This is an optimization exercise on Yosys and OpenROAD, whose aim is small area, a short achievable clock period and few clock cycles, not a production implementation.
No run shown here included a check of the RTL's function; only the layout flow was run.
Power figures rest on the tool's default switching activity, not on a simulated workload.

## flow/design.v

```verilog
`timescale 1ns / 1ps
module Data_selector(
	input clk,
	input rst,
	input data_collect_finish,
	input [7:0] data_in,
	output reg [7:0] data_out,
	output reg [13:0] read_select,
	output reg [13:0] write_out_se,
	output reg data_process_finish,
	output reg wr_enable
    );
	localparam integer H   = 9;                     
	localparam integer K   = H - 2;                 
	localparam integer R0L = 100 - H;               
	localparam [13:0] DN  = 100;                    
	localparam [13:0] DC  = 1 - 100 * (H - 1);      
	localparam [13:0] DB  = -199;                   
	localparam [13:0] DF  = -100 * (H - 1);         
	localparam [13:0] ALAST = (R0L - K + H - 1) * 100 + 99;
	localparam [13:0] WB  = -101;                   
	localparam [13:0] WC  = -100 * K - 1;           
	localparam [13:0] WU  = -100;                   
	localparam [13:0] WL  = 100 * (H - 1) - 1;      
	localparam [13:0] WF  = 100 * (H - 1);          
	localparam [6:0] C98 = 7'd46;                   
	localparam [3:0] J7  = 4'd10;                   
	localparam [1:0] S_NONE = 2'd0, S_BLUR = 2'd1, S_COLC = 2'd2, S_ROWC = 2'd3;
	reg running;
	reg p1, p2;                  
	reg [3:0] j;                 
	reg [6:0] c;                 
	reg jl, j2, j1;              
	reg c0, c1, c99, cf;         
	reg bf, bl;                  
	reg [7:0] D [1:2*H-1];       
	reg [9:0] hp;                
	reg [9:0] h1, h2;            
	reg [11:0] q;                
	reg [1:0] src, src1;         
	reg [13:0] aoff;             
	reg [13:0] wa1;              
	wire go = running | (data_collect_finish & ~data_process_finish & ~p1 & ~p2);
	wire [9:0] h0 = hp + {2'b0, data_in};
	wire [11:0] sum = q + {2'b0, h1};
	always @(*) begin
		src = S_NONE;
		aoff = WB;
		if (j2) begin
			if (c0) begin
				if (!bf) begin
					src = S_COLC;
					aoff = WC;
				end
			end
			else if (cf) begin
				src = S_COLC;
				aoff = WU;
			end
			else begin
				src = c1 ? S_COLC : S_BLUR;
			end
		end
		else if (j1) begin
			if (bf && !cf) begin src = S_ROWC; aoff = WU; end
		end
		else begin
			if (cf) begin src = S_ROWC; aoff = WF; end
			else if (bl && !c0) begin src = S_ROWC; aoff = WL; end
		end
	end
	wire [13:0] dsw = !c99 ? DC : bl ? DF : DB;
	wire [13:0] a_next = read_select + (jl ? dsw : DN);
	always @(posedge clk or posedge rst) begin
		if (rst) begin
			running <= 1'b0;
			p1 <= 1'b0;
			p2 <= 1'b0;
			j <= 4'd1;
			c <= 7'd1;
			jl <= 1'b0;
			j2 <= 1'b0;
			j1 <= 1'b0;
			c0 <= 1'b1;
			c1 <= 1'b0;
			c99 <= 1'b0;
			cf <= 1'b0;
			bf <= 1'b1;
			bl <= 1'b0;
			read_select <= 0;
			src1 <= S_NONE;
			wr_enable <= 1'b0;
			data_process_finish <= 1'b0;
		end
		else begin
			p2 <= p1;
			p1 <= 1'b0;
			src1 <= S_NONE;
			if (go) begin
				src1 <= src;
				running <= 1'b1;
				read_select <= (jl && cf) ? 14'd0 : a_next;
				if (!jl) begin
					j <= {j[2:0], j[3] ^ j[2]};
					jl <= (j == J7);
					j2 <= (j != 4'd1);
					j1 <= (j == 4'd1);
				end
				else begin
					j <= 4'd1;
					jl <= 1'b0;
					j2 <= 1'b0;
					j1 <= 1'b0;
					if (cf) begin
						c <= 7'd1;
						c0 <= 1'b1;
						cf <= 1'b0;
						bf <= 1'b1;
						bl <= 1'b0;
						running <= 1'b0;
						p1 <= 1'b1;
					end
					else if (c99) begin
						c99 <= 1'b0;
						if (bl) cf <= 1'b1;
						else begin
							c <= 7'd1;
							c0 <= 1'b1;
							bf <= 1'b0;
							bl <= (read_select == ALAST);
						end
					end
					else begin
						c <= {c[5:0], c[6] ^ c[5]};
						c0 <= 1'b0;
						c1 <= c0;
						c99 <= (c == C98);
					end
				end
			end
			else begin
				read_select <= 0;
				j <= 4'd1;
				c <= 7'd1;
				jl <= 1'b0;
				j2 <= 1'b0;
				j1 <= 1'b0;
				c0 <= 1'b1;
				c1 <= 1'b0;
				c99 <= 1'b0;
				cf <= 1'b0;
				bf <= 1'b1;
				bl <= 1'b0;
			end
			wr_enable <= (src1 != S_NONE);
			if (p2) data_process_finish <= 1'b1;
			else if (!data_collect_finish) data_process_finish <= 1'b0;
		end
	end
	integer k;
	always @(posedge clk) begin
		wa1 <= read_select + aoff;
		D[1] <= data_in;
		for (k = 2; k <= 2 * H - 1; k = k + 1) D[k] <= D[k-1];
		hp <= {2'b0, D[2*H-1]} + {1'b0, D[H-1], 1'b0};
		h1 <= h0;
		h2 <= h1;
		q <= {2'b0, h2} + {1'b0, h1, 1'b0};
		write_out_se <= wa1;
		case (src1)
			S_BLUR: data_out <= sum[11:4];
			S_COLC: data_out <= D[H+2];
			default: data_out <= D[2];
		endcase
	end
endmodule
```

## flow/flow/run.sh

```bash
#!/bin/bash
# Standard ORFS layout (the standard.sh), with two changes:
#  - port buffers are the smallest buffer (buf_1) instead of clkdlybuf4s50_1;
#  - clock tree built from clkbuf_16 in clusters of up to 30 sinks, without dummy loads.
set -euo pipefail
bash standard.sh \
  "BUFFER_PORTS_ARGS=-buffer_cell sky130_fd_sc_hd__buf_1" \
  "CTS_ARGS=-sink_clustering_enable -repair_clock_nets -dont_use_dummy_load -buf_list sky130_fd_sc_hd__clkbuf_16 -sink_clustering_size 30 -sink_clustering_max_diameter 100" \
  finish > standard_flow.log 2>&1
```

## flow/standard.sh

```bash
#!/bin/bash
# synth_recipe.tcl (not shown) runs the flow's synth.tcl, then flattens the netlist and writes it again
# the make line also repeats each setting of config.mk as NAME=value (left out here)
make -C /OpenROAD-flow-scripts/flow DESIGN_CONFIG=/design/flow/config.mk WORK_HOME=/design/flow/orfs CLKGATE_MAP_FILE= SYNTH_SCRIPT=/design/flow/synth_recipe.tcl "${@:-finish}"
```

## flow/config.mk

```make
export PLATFORM = sky130hd
export DESIGN_NAME = Data_selector
export DESIGN_NICKNAME = Data_selector
export VERILOG_FILES = /design/flow/design.v
export SDC_FILE = /design/flow/constraint.sdc
export NUM_CORES = 4
export LEC_CHECK = 0
export ABC_AREA = 1
export CAP_MARGIN = 20
export CORE_MARGIN = 2
export CORE_UTILIZATION = 65
export SETUP_SLACK_MARGIN = 3.4
export SLEW_MARGIN = 20
```

## flow/constraint.sdc

```tcl
create_clock -name core_clock -period 5.5 [get_ports {clk}]
set_input_delay 1.1000 -clock core_clock [delete_from_list [all_inputs] [get_ports {clk}]]
set_output_delay 1.1000 -clock core_clock [all_outputs]
set_load 0.01 [all_outputs]
```

==> results of run 1 <==
## timing repair
action | in CTS | in global routing
endpoints found under the setup margin | 32 | 38
pin swaps | 3 | 13
setup buffers | 25 | 15
gates resized for setup | 29 | 61
## cell type report
cell class	count	area share, %
Clock buffer	12	2.907
Inverter	107	3.961
Multi-Input combinational cell	536	34.15
Sequential cell	255	51.64
Tap cell	176	2.132
Timing Repair Buffer	89	5.209
## where the power goes
part,switching [mW],internal [mW],total [mW]
Combinational,1.83,1.20,3.03
Clock,0.535,0.396,0.930
Sequential,0.213,2.32,2.53
## metal layers
metal	vias up	GRT usage, %	wire (µm)
li1	3132	-	-
met1	3099	31.64	7995
met2	224	50.18	10600
met3	49	3.102	789
met4	0	9.052	721
met5	-	0	0
## flip-flops by register name, summed over array words and instances (netlist names), 2 cells and up
signal and cells:
write_out_se 14, c 7, D 136, h2 10
read_select 14, src1 2, hp 10, q 12
data_out 8, j 4, h1 10, wa1 14
## per-stage QoR
step / utilization [%] / setup slack, ns / total power, mW / area [µm²] / hold slack [ns]
final: 77.38 / 3.269 / 6.494 / 10330 / 0.3194
after global placement: 70.64 / 3.020 / 4.958 / 9429 / 0.3101
after floorplan: - / 3.274 / 4.383 / 9067 / 0.3096
after CTS: 75.09 / 3.338 / 6.214 / 10020 / 0.3289
after detailed placement: 70.64 / 2.947 / 5.074 / 9429 / 0.3121
after global routing: 77.38 / 3.175 / 6.914 / 10330 / 0.3337
## critical path, delay by kind of cell (launching register included)
family	cells	cell delay (ns)
DFF	1	0.57
adders and majority gates	1	0.39
and+or+nand+nor	6	0.65
buffers and inverters	2	0.29
xor gates and xnor gates	1	0.15
AOI/OAI and AO/OA	1	0.13
## how the worst min path moves through the flow
| stage | startpoint | end | slack (ns) | depth (start not counted) |
|---|---|---|---|---|
| floorplan | D[9][0] | D[10][0] | 0.31 | 0 |
| global placement | h2[0] | q[0] | 0.31 | 0 |
| detailed placement | D[16][1] | D[17][1] | 0.31 | 0 |
| CTS | D[5][7] | D[6][7] | 0.33 | 0 |
| global route | D[3][7] | D[4][7] | 0.33 | 0 |
| finish | D[5][2] | D[6][2] | 0.32 | 0 |
## synth_stat cells, drive strengths merged (4+ instances only)
library cell	number
o21bai	7
dfrtp	37
buf	6
a21oi	73
nor2	81
inv	105
dfstp	4
a31oi	5
dfxtp	214
nor4	4
nor3	9
o22ai	5
xnor2	12
fa	4
ha	59
o21ai	26
nand2	144
nand4	20
nand3	39
xor2	28
## kinds of logic (layout without fill, tap and decap cells)
| group | count (synthesis) | count (layout) | synth area share, % |
|---|---|---|---|
| fa+ha+maj | 63 | 63 | 9.133 |
| simple gates | 303 | 303 | 14.50 |
| buf+inv | 114 | 208 | 4.999 |
| compound gates | 130 | 130 | 8.141 |
| flops | 255 | 255 | 59.32 |
| xor+xnor | 40 | 40 | 3.910 |
==> metrics.csv, run 1 <==
stage;metric;value;unit
clock_tree;# H-tree levels;1;
route;starting DRC count in detailed routing;442;
clock_tree;CTS Sinks;255;
route;DR WL/cell;17.11;µm
worst_setup_path;worst setup path class;register to register;
global_route;remaining global-route overflow;0;
cells_and_area;Ant. Diodes;0;
worst_setup_path;CP startpoint;bf;
worst_setup_path;cells along the critical path;buf_4 -> nor2_4 -> buf_4 -> ha_2 -> nand2_2 -> nor2_1 -> nand2_1 -> nand3b_1 -> nand2_2 -> o21ai_2 -> xor2_1;
synthesis;FFs w/ async S/R, synth;16.08;%
route;wirelength, routed;20110;µm
route;drt pass-1 iters;5;
worst_setup_path;R2R Setup Slk;3.27;ns
synthesis;Synth area leader;dfxtp_1;
worst_setup_path;maximum fanout along the worst path;5;
floorplan;Starting Density;67.13;%
sta;Slew @ Worst Pin;0.5652;ns
power_and_ir_drop;Power Density;628.7;nW/µm²
synthesis;synthesized area;8960;µm²
sta;# setup viols final;0;
cells_and_area;fin nets;1075;
worst_setup_path;type of origin of the critical path;register;
worst_setup_path;R2R cell count;11;
synthesis;Seq/Total Area, Yosys;59.32;%
worst_setup_path;CP peak stage delay;0.57;ns
worst_setup_path;Critical Path RT;5.90;ns
floorplan;cell row count;42;
sta;fin. max-slew vios;0;
global_route;number of global-route vias before repair;6492;
power_and_ir_drop;Leakage;4.779;nW
job;Max Cap Violations;0;
floorplan;Core Region;13350;µm²
worst_setup_path;Worst R2R Start;bf;
cells_and_area;sequential cell area;5334;µm²
route;Residual DRC;0;
floorplan;Die ar.;14740;µm²
sta;slew margin rel.;62.32;%
synthesis;Mean Syn Cell Area;9.900;µm²
global_route;initial antenna violation count;0;
clock_tree;cts bufs inserted;12;
worst_setup_path;Crit. End Element;register;
worst_setup_path;Critical Path Sink;wa1[12];
route;DR vias;6504;
cells_and_area;Non-Filler Instances;1175;
placement;routability cong.;0.9253;
clock_tree;# hold bufs at CTS;0;
cells_and_area;area grow syn2layout;15.28;%
global_route;first-pass GRT wire length;31280;µm
sta;RSZ-0062 raised after global routing;yes;
worst_setup_path;Crit-path slowest cell;dfstp_2;
min_path;Hold Path Class;register to register;
placement;port bufs;48;
clock_tree;CTS clk-pin slew, worst paths;0.11;ns
sta;Max Freq;448.3;MHz
placement;placed cell count;1123;
sta;clk_skew;0.03125;ns
sta;Period minus WS final;2.231;ns
power_and_ir_drop;worst IR drop on VDD;0.3473;mV
placement;Post-DP HPWL;13570;µm
cells_and_area;layout cell share with drive strength beyond 1;15.22;%
synthesis;library cells used by synthesis;45;
sta;setup TNS;0;ns
global_route;largest net degree at the start of global routing;42;
cells_and_area;most common cell after layout, fill and taps aside;dfxtp_1;
synthesis;Yosys top cell area share;47.81;%
route;remaining antenna violation count;0;
floorplan;Die Ht;121.4;µm
route;post-DR vias/cell;5.535;
clock_tree;CTS tree;built;
synthesis;cell count after synthesis;905;
synthesis;YS warnings;2;
synthesis;syn_nets;979;
synthesis;number of synthesized flops with an enable pin;0;
sta;fin crit share;40.56;%
worst_setup_path;Reg2Reg Capture Point;wa1[12];
floorplan;die width;121.4;µm
clock_tree;clock latency (worst-skew pair);0.47;ns
sta;Fin. Hold Viols;0;
cells_and_area;area of the multi-input gates;3527;µm²
clock_tree;CTS root buf;clkbuf_16;
synthesis;Synth Flop Type;dfxtp_1;
worst_setup_path;critical path data arrival time;2.63;ns
synthesis;ranking of synthesized cells by area;dfxtp_1 48%, dfrtp_1 10%, ha_1 8.2%;
synthesis;Synth Register Bits;255;
cells_and_area;# fillers;854;
floorplan;IO Pins;49;
clock_tree;clock buffer depth;3;
cells_and_area;most frequent cells in the layout;213 x dfxtp_1, 132 x nand2_1, 95 x inv_1, 78 x nor2_1, 65 x a21oi_1;
run_status;status;finished clean;
global_route;overall routing resource usage;26.78;%
==> inputs of run 2 (changes only) <==
--- a/flow/config.mk
+++ b/flow/config.mk
@@ -9,5 +9,5 @@
 export CAP_MARGIN = 20
 export CORE_MARGIN = 2
 export CORE_UTILIZATION = 65
-export SETUP_SLACK_MARGIN = 3.4
+export SETUP_SLACK_MARGIN = 3.3
 export SLEW_MARGIN = 20
==> metrics.csv, run 2 <==
stage;metric;value;unit
sta;Slew @ Worst Pin;0.5325;ns
run_status;status;finished clean;
power_and_ir_drop;sw power;2.599;mW
synthesis;FFs w/ async S/R, synth;16.08;%
sta;Max Freq;438.9;MHz
synthesis;Yosys top cell area share;47.81;%
route;remaining antenna violation count;0;
worst_setup_path;Critical Path RT;5.87;ns
clock_tree;clock buffer depth;3;
synthesis;Synth top cells by count;214 x dfxtp_1, 142 x nand2_1, 104 x inv_1;
power_and_ir_drop;Power Density;633.2;nW/µm²
synthesis;syn_nets;979;
sta;slew margin rel.;64.50;%
synthesis;Mean Syn Cell Area;9.900;µm²
power_and_ir_drop;worst IR drop on VDD;0.4215;mV
floorplan;die width;121.4;µm
synthesis;Post-Synth Adder-Cell Area;9.133;%
worst_setup_path;cells along the critical path;nand2_2 -> nor2_4 -> buf_4 -> ha_1 -> a21oi_1 -> o21ai_0 -> a21oi_1 -> nand2_1 -> xnor2_1;
synthesis;top-count cell post-synth;dfxtp_1;
synthesis;Synth Flop Type;dfxtp_1;
cells_and_area;layout cell share with drive strength beyond 1;12.15;%
placement;port bufs;48;
global_route;first-pass GRT wire length;31060;µm
route;M1 WL;8000;µm
worst_setup_path;critical path data arrival time;2.64;ns
worst_setup_path;CP peak stage delay;0.61;ns
job;Max Cap Violations;0;
route;starting DRC count in detailed routing;564;
synthesis;XOR/XNOR share of the synthesized area;3.910;%
worst_setup_path;worst setup path class;register to register;
route;Top Metal Used;met4;
power_and_ir_drop;combinational cell fraction of total power;46.0;%
synthesis;Synth Register Bits;255;
sta;RSZ-0062 raised after global routing;yes;
placement;routability cong.;0.9096;
worst_setup_path;maximum fanout along the worst path;5;
power_and_ir_drop;Leakage;4.714;nW
floorplan;IO Pins;49;
route;DR vias;6604;
power_and_ir_drop;part of the power in registers;39.6;%
synthesis;ranking of synthesized cells by area;dfxtp_1 48%, dfrtp_1 10%, ha_1 8.2%;
synthesis;Post-Synth Simple-Gate Area;14.50;%
power_and_ir_drop;Internal Power;3.861;mW
synthesis;multiplexer share of the synthesized area;0;%
global_route;remaining global-route overflow;0;
power_and_ir_drop;switching share of power;40.24;%
global_route;largest net degree at the start of global routing;42;
floorplan;Die Ht;121.4;µm
route;post-DR vias/cell;5.635;
synthesis;Synth area leader;dfxtp_1;
route;wire length on met2;11120;µm
floorplan;Die ar.;14740;µm²
floorplan;cell row count;42;
worst_setup_path;Crit. End Element;register;
synthesis;cell count after synthesis;905;
min_path;hold_sp;D[1][5];
global_route;number of global-route vias before repair;6412;
clock_tree;CTS Sinks;255;
power_and_ir_drop;Clock power frac;14.4;%
worst_setup_path;Worst R2R Start;c0;
cells_and_area;most common cell after layout, fill and taps aside;dfxtp_1;
route;drt pass-1 iters;6;
sta;hold_ws;0.3340;ns
route;Residual DRC;0;
route;DR WL/cell;17.80;µm
sta;setup TNS;0;ns
cells_and_area;Ant. Diodes;0;
cells_and_area;max reg flops;136;
clock_tree;CTS root buf;clkbuf_16;
worst_setup_path;CP most frequent cell;a21oi_1;
cells_and_area;area grow syn2layout;13.87;%
clock_tree;cts bufs inserted;12;
clock_tree;# H-tree levels;1;
worst_setup_path;R2R Setup Slk;3.22;ns
worst_setup_path;CP startpoint;c0;
worst_setup_path;Critical Path Sink;wa1[13];
sta;Fin. Hold Viols;0;
min_path;Hold Path Class;register to register;
clock_tree;clock latency (worst-skew pair);0.47;ns
sta;fin. max-slew vios;0;
synthesis;YS warnings;2;
worst_setup_path;type of origin of the critical path;register;
synthesis;Seq/Total Area, Yosys;59.32;%
route;wirelength, routed;20860;µm
cells_and_area;fin nets;1072;
worst_setup_path;crit-path leading delay family;compound AO/OA/AOI/OAI gates;
placement;DP Area;9363;µm²
route;met3 WL;937;µm
global_route;initial antenna violation count;0;
cells_and_area;Largest Register;D;
sta;Period minus WS final;2.279;ns
floorplan;Starting Density;67.13;%
cells_and_area;fin util;76.43;%
worst_setup_path;R2R cell count;9;
floorplan;Core Region;13350;µm²
sta;# setup viols final;0;
synthesis;largest family of logic cells by synthesized area;simple AND/OR/NAND/NOR gates;
synthesis;number of synthesized flops with an enable pin;0;
worst_setup_path;Reg2Reg Capture Point;wa1[13];
placement;Post-DP HPWL;13950;µm
sta;fin crit share;41.43;%
synthesis;Synth Area in Compound Gates;8.141;%
synthesis;library cells used by synthesis;45;
worst_setup_path;crit path buf inv count;1;
worst_setup_path;Crit-path slowest cell;dfstp_2;
synthesis;synthesized area;8960;µm²
sta;clk_skew;0.04639;ns
global_route;overall routing resource usage;27.08;%
worst_setup_path;Critical Path Stages;9;
cells_and_area;most frequent cells in the layout;214 x dfxtp_1, 133 x nand2_1, 97 x inv_1, 77 x nor2_1, 67 x a21oi_1;
clock_tree;CTS clk-pin slew, worst paths;0.11;ns
cells_and_area;fin area;10200;µm²
power_and_ir_drop;total chip power;6.460;mW
clock_tree;CTS tree;built;
==> run 2: cell counts after synthesis <==
Identical to the previous run, type by type.
==> run 2: logic make-up after synthesis <==
| logic type | Yosys count |
|---|---|
| AND/OR/NAND/NOR | 303 |
| buffers and inverters | 114 |
| adder cells (fa/ha/maj) | 63 |
| AO/OA/AOI/OAI | 130 |
| flip-flops | 255 |
| XOR/XNOR | 40 |
==> run 2: how the worst min path moves through the flow <==
stage                            to  slack [ns]  depth (start not counted)
floorplan                  D[10][0]        0.31                          0
global placement    write_out_se[3]        0.31                          0
detailed placement         D[13][1]        0.31                          0
CTS                         D[2][5]        0.33                          0
global route                D[5][7]        0.34                          0
finish                      D[2][5]        0.33                          0
==> run 2: worst register-to-register path: cells and delay by family, from the launching register on <==
family	cells	cell delay, ns
xor gates and xnor gates	1	0.14
AOI/OAI and AO/OA	3	0.62
adders and majority gates	1	0.28
and+or+nand+nor	3	0.40
DFF	1	0.61
buffers and inverters	1	0.14
==> run 2: power groups by stage <==
stage | registers [mW] | clock network, mW | logic (mW)
CTS | 2.56 | 0.934 | 2.64
finish | 2.56 | 0.929 | 2.97
global route | 2.60 | 1.00 | 3.26
detailed placement | 2.62 | 0 | 2.43
global placement | 2.61 | 0 | 2.36
floorplan | 2.59 | 0 | 1.75
==> run 2: final cells by class <==
cell class,count,area (µm²)
tap,176,220.2
sequential,255,5333
fill,847,3146
inverter,107,409.1
multi-input combinational,536,3471
clock buffer,12,300.3
timing repair buffer,86,469.2
==> run 2: repair_timing <==
item / 4_1_cts / 5_1_grt
pin swaps: 5 / 22
hold buffers: 0 / 0
resized for setup: 27 / 44
setup endpoints to repair: 25 / 24
cloned: 0 / 0
setup buffers: 13 / 24
==> run 2: per-stage QoR <==
| stage | setup slack, ns | cells |
|---|---|---|
| after CTS | 3.243 | 1148 |
| final | 3.221 | 1172 |
| after detailed placement | 2.900 | 1123 |
| after global routing | 3.076 | 1172 |
| after global placement | 2.992 | 1123 |
| after floorplan | 3.274 | 905 |
==> run 2: metal layers <==
layer	vias up	global-route usage [%]
li1	3125	-
met1	3137	30.60
met2	276	52.14
met3	66	2.961
met4	0	9.842
met5	-	0

static timing again, ports no longer ideal:
The flow's constraints put no driver on any port. The routed layouts listed below were extracted and timed again, unchanged, in two steps. Step 1 (the two cells are an assumption about what drives the block):
set clk [get_ports {clk}]
set_driving_cell -lib_cell sky130_fd_sc_hd__clkbuf_16 $clk
set_driving_cell -lib_cell sky130_fd_sc_hd__buf_2 [delete_from_list [all_inputs] $clk]
Step 2 moves the port delays by t, midway between the first and last clock arrival at a register: inputs arrive t later, outputs are due t later. That takes back most of the time a late clock gives input paths. Three values: no drivers, after step 1, after step 2; two values: the first two.
| run | t (ns) | setup slack, ns | hold WS [ns] | latest minus earliest clock arrival (ns) | worst slew at a driven data input, ns |
|---|---|---|---|---|---|
| run 1 | 0.497 | 3.269 / 3.269 / 2.998 | 0.319 / 0.319 / 0.319 | 0.032 / 0.032 | 0.05 |
| run 2 | 0.490 | 3.221 / 3.221 / 2.959 | 0.334 / 0.334 / 0.334 | 0.047 / 0.047 | 0.03 |
After both steps setup and hold are still met in every run listed. The setup slack of run 1, which loses most, moves by 0.000 ns with the drivers and by -0.271 ns with both steps.
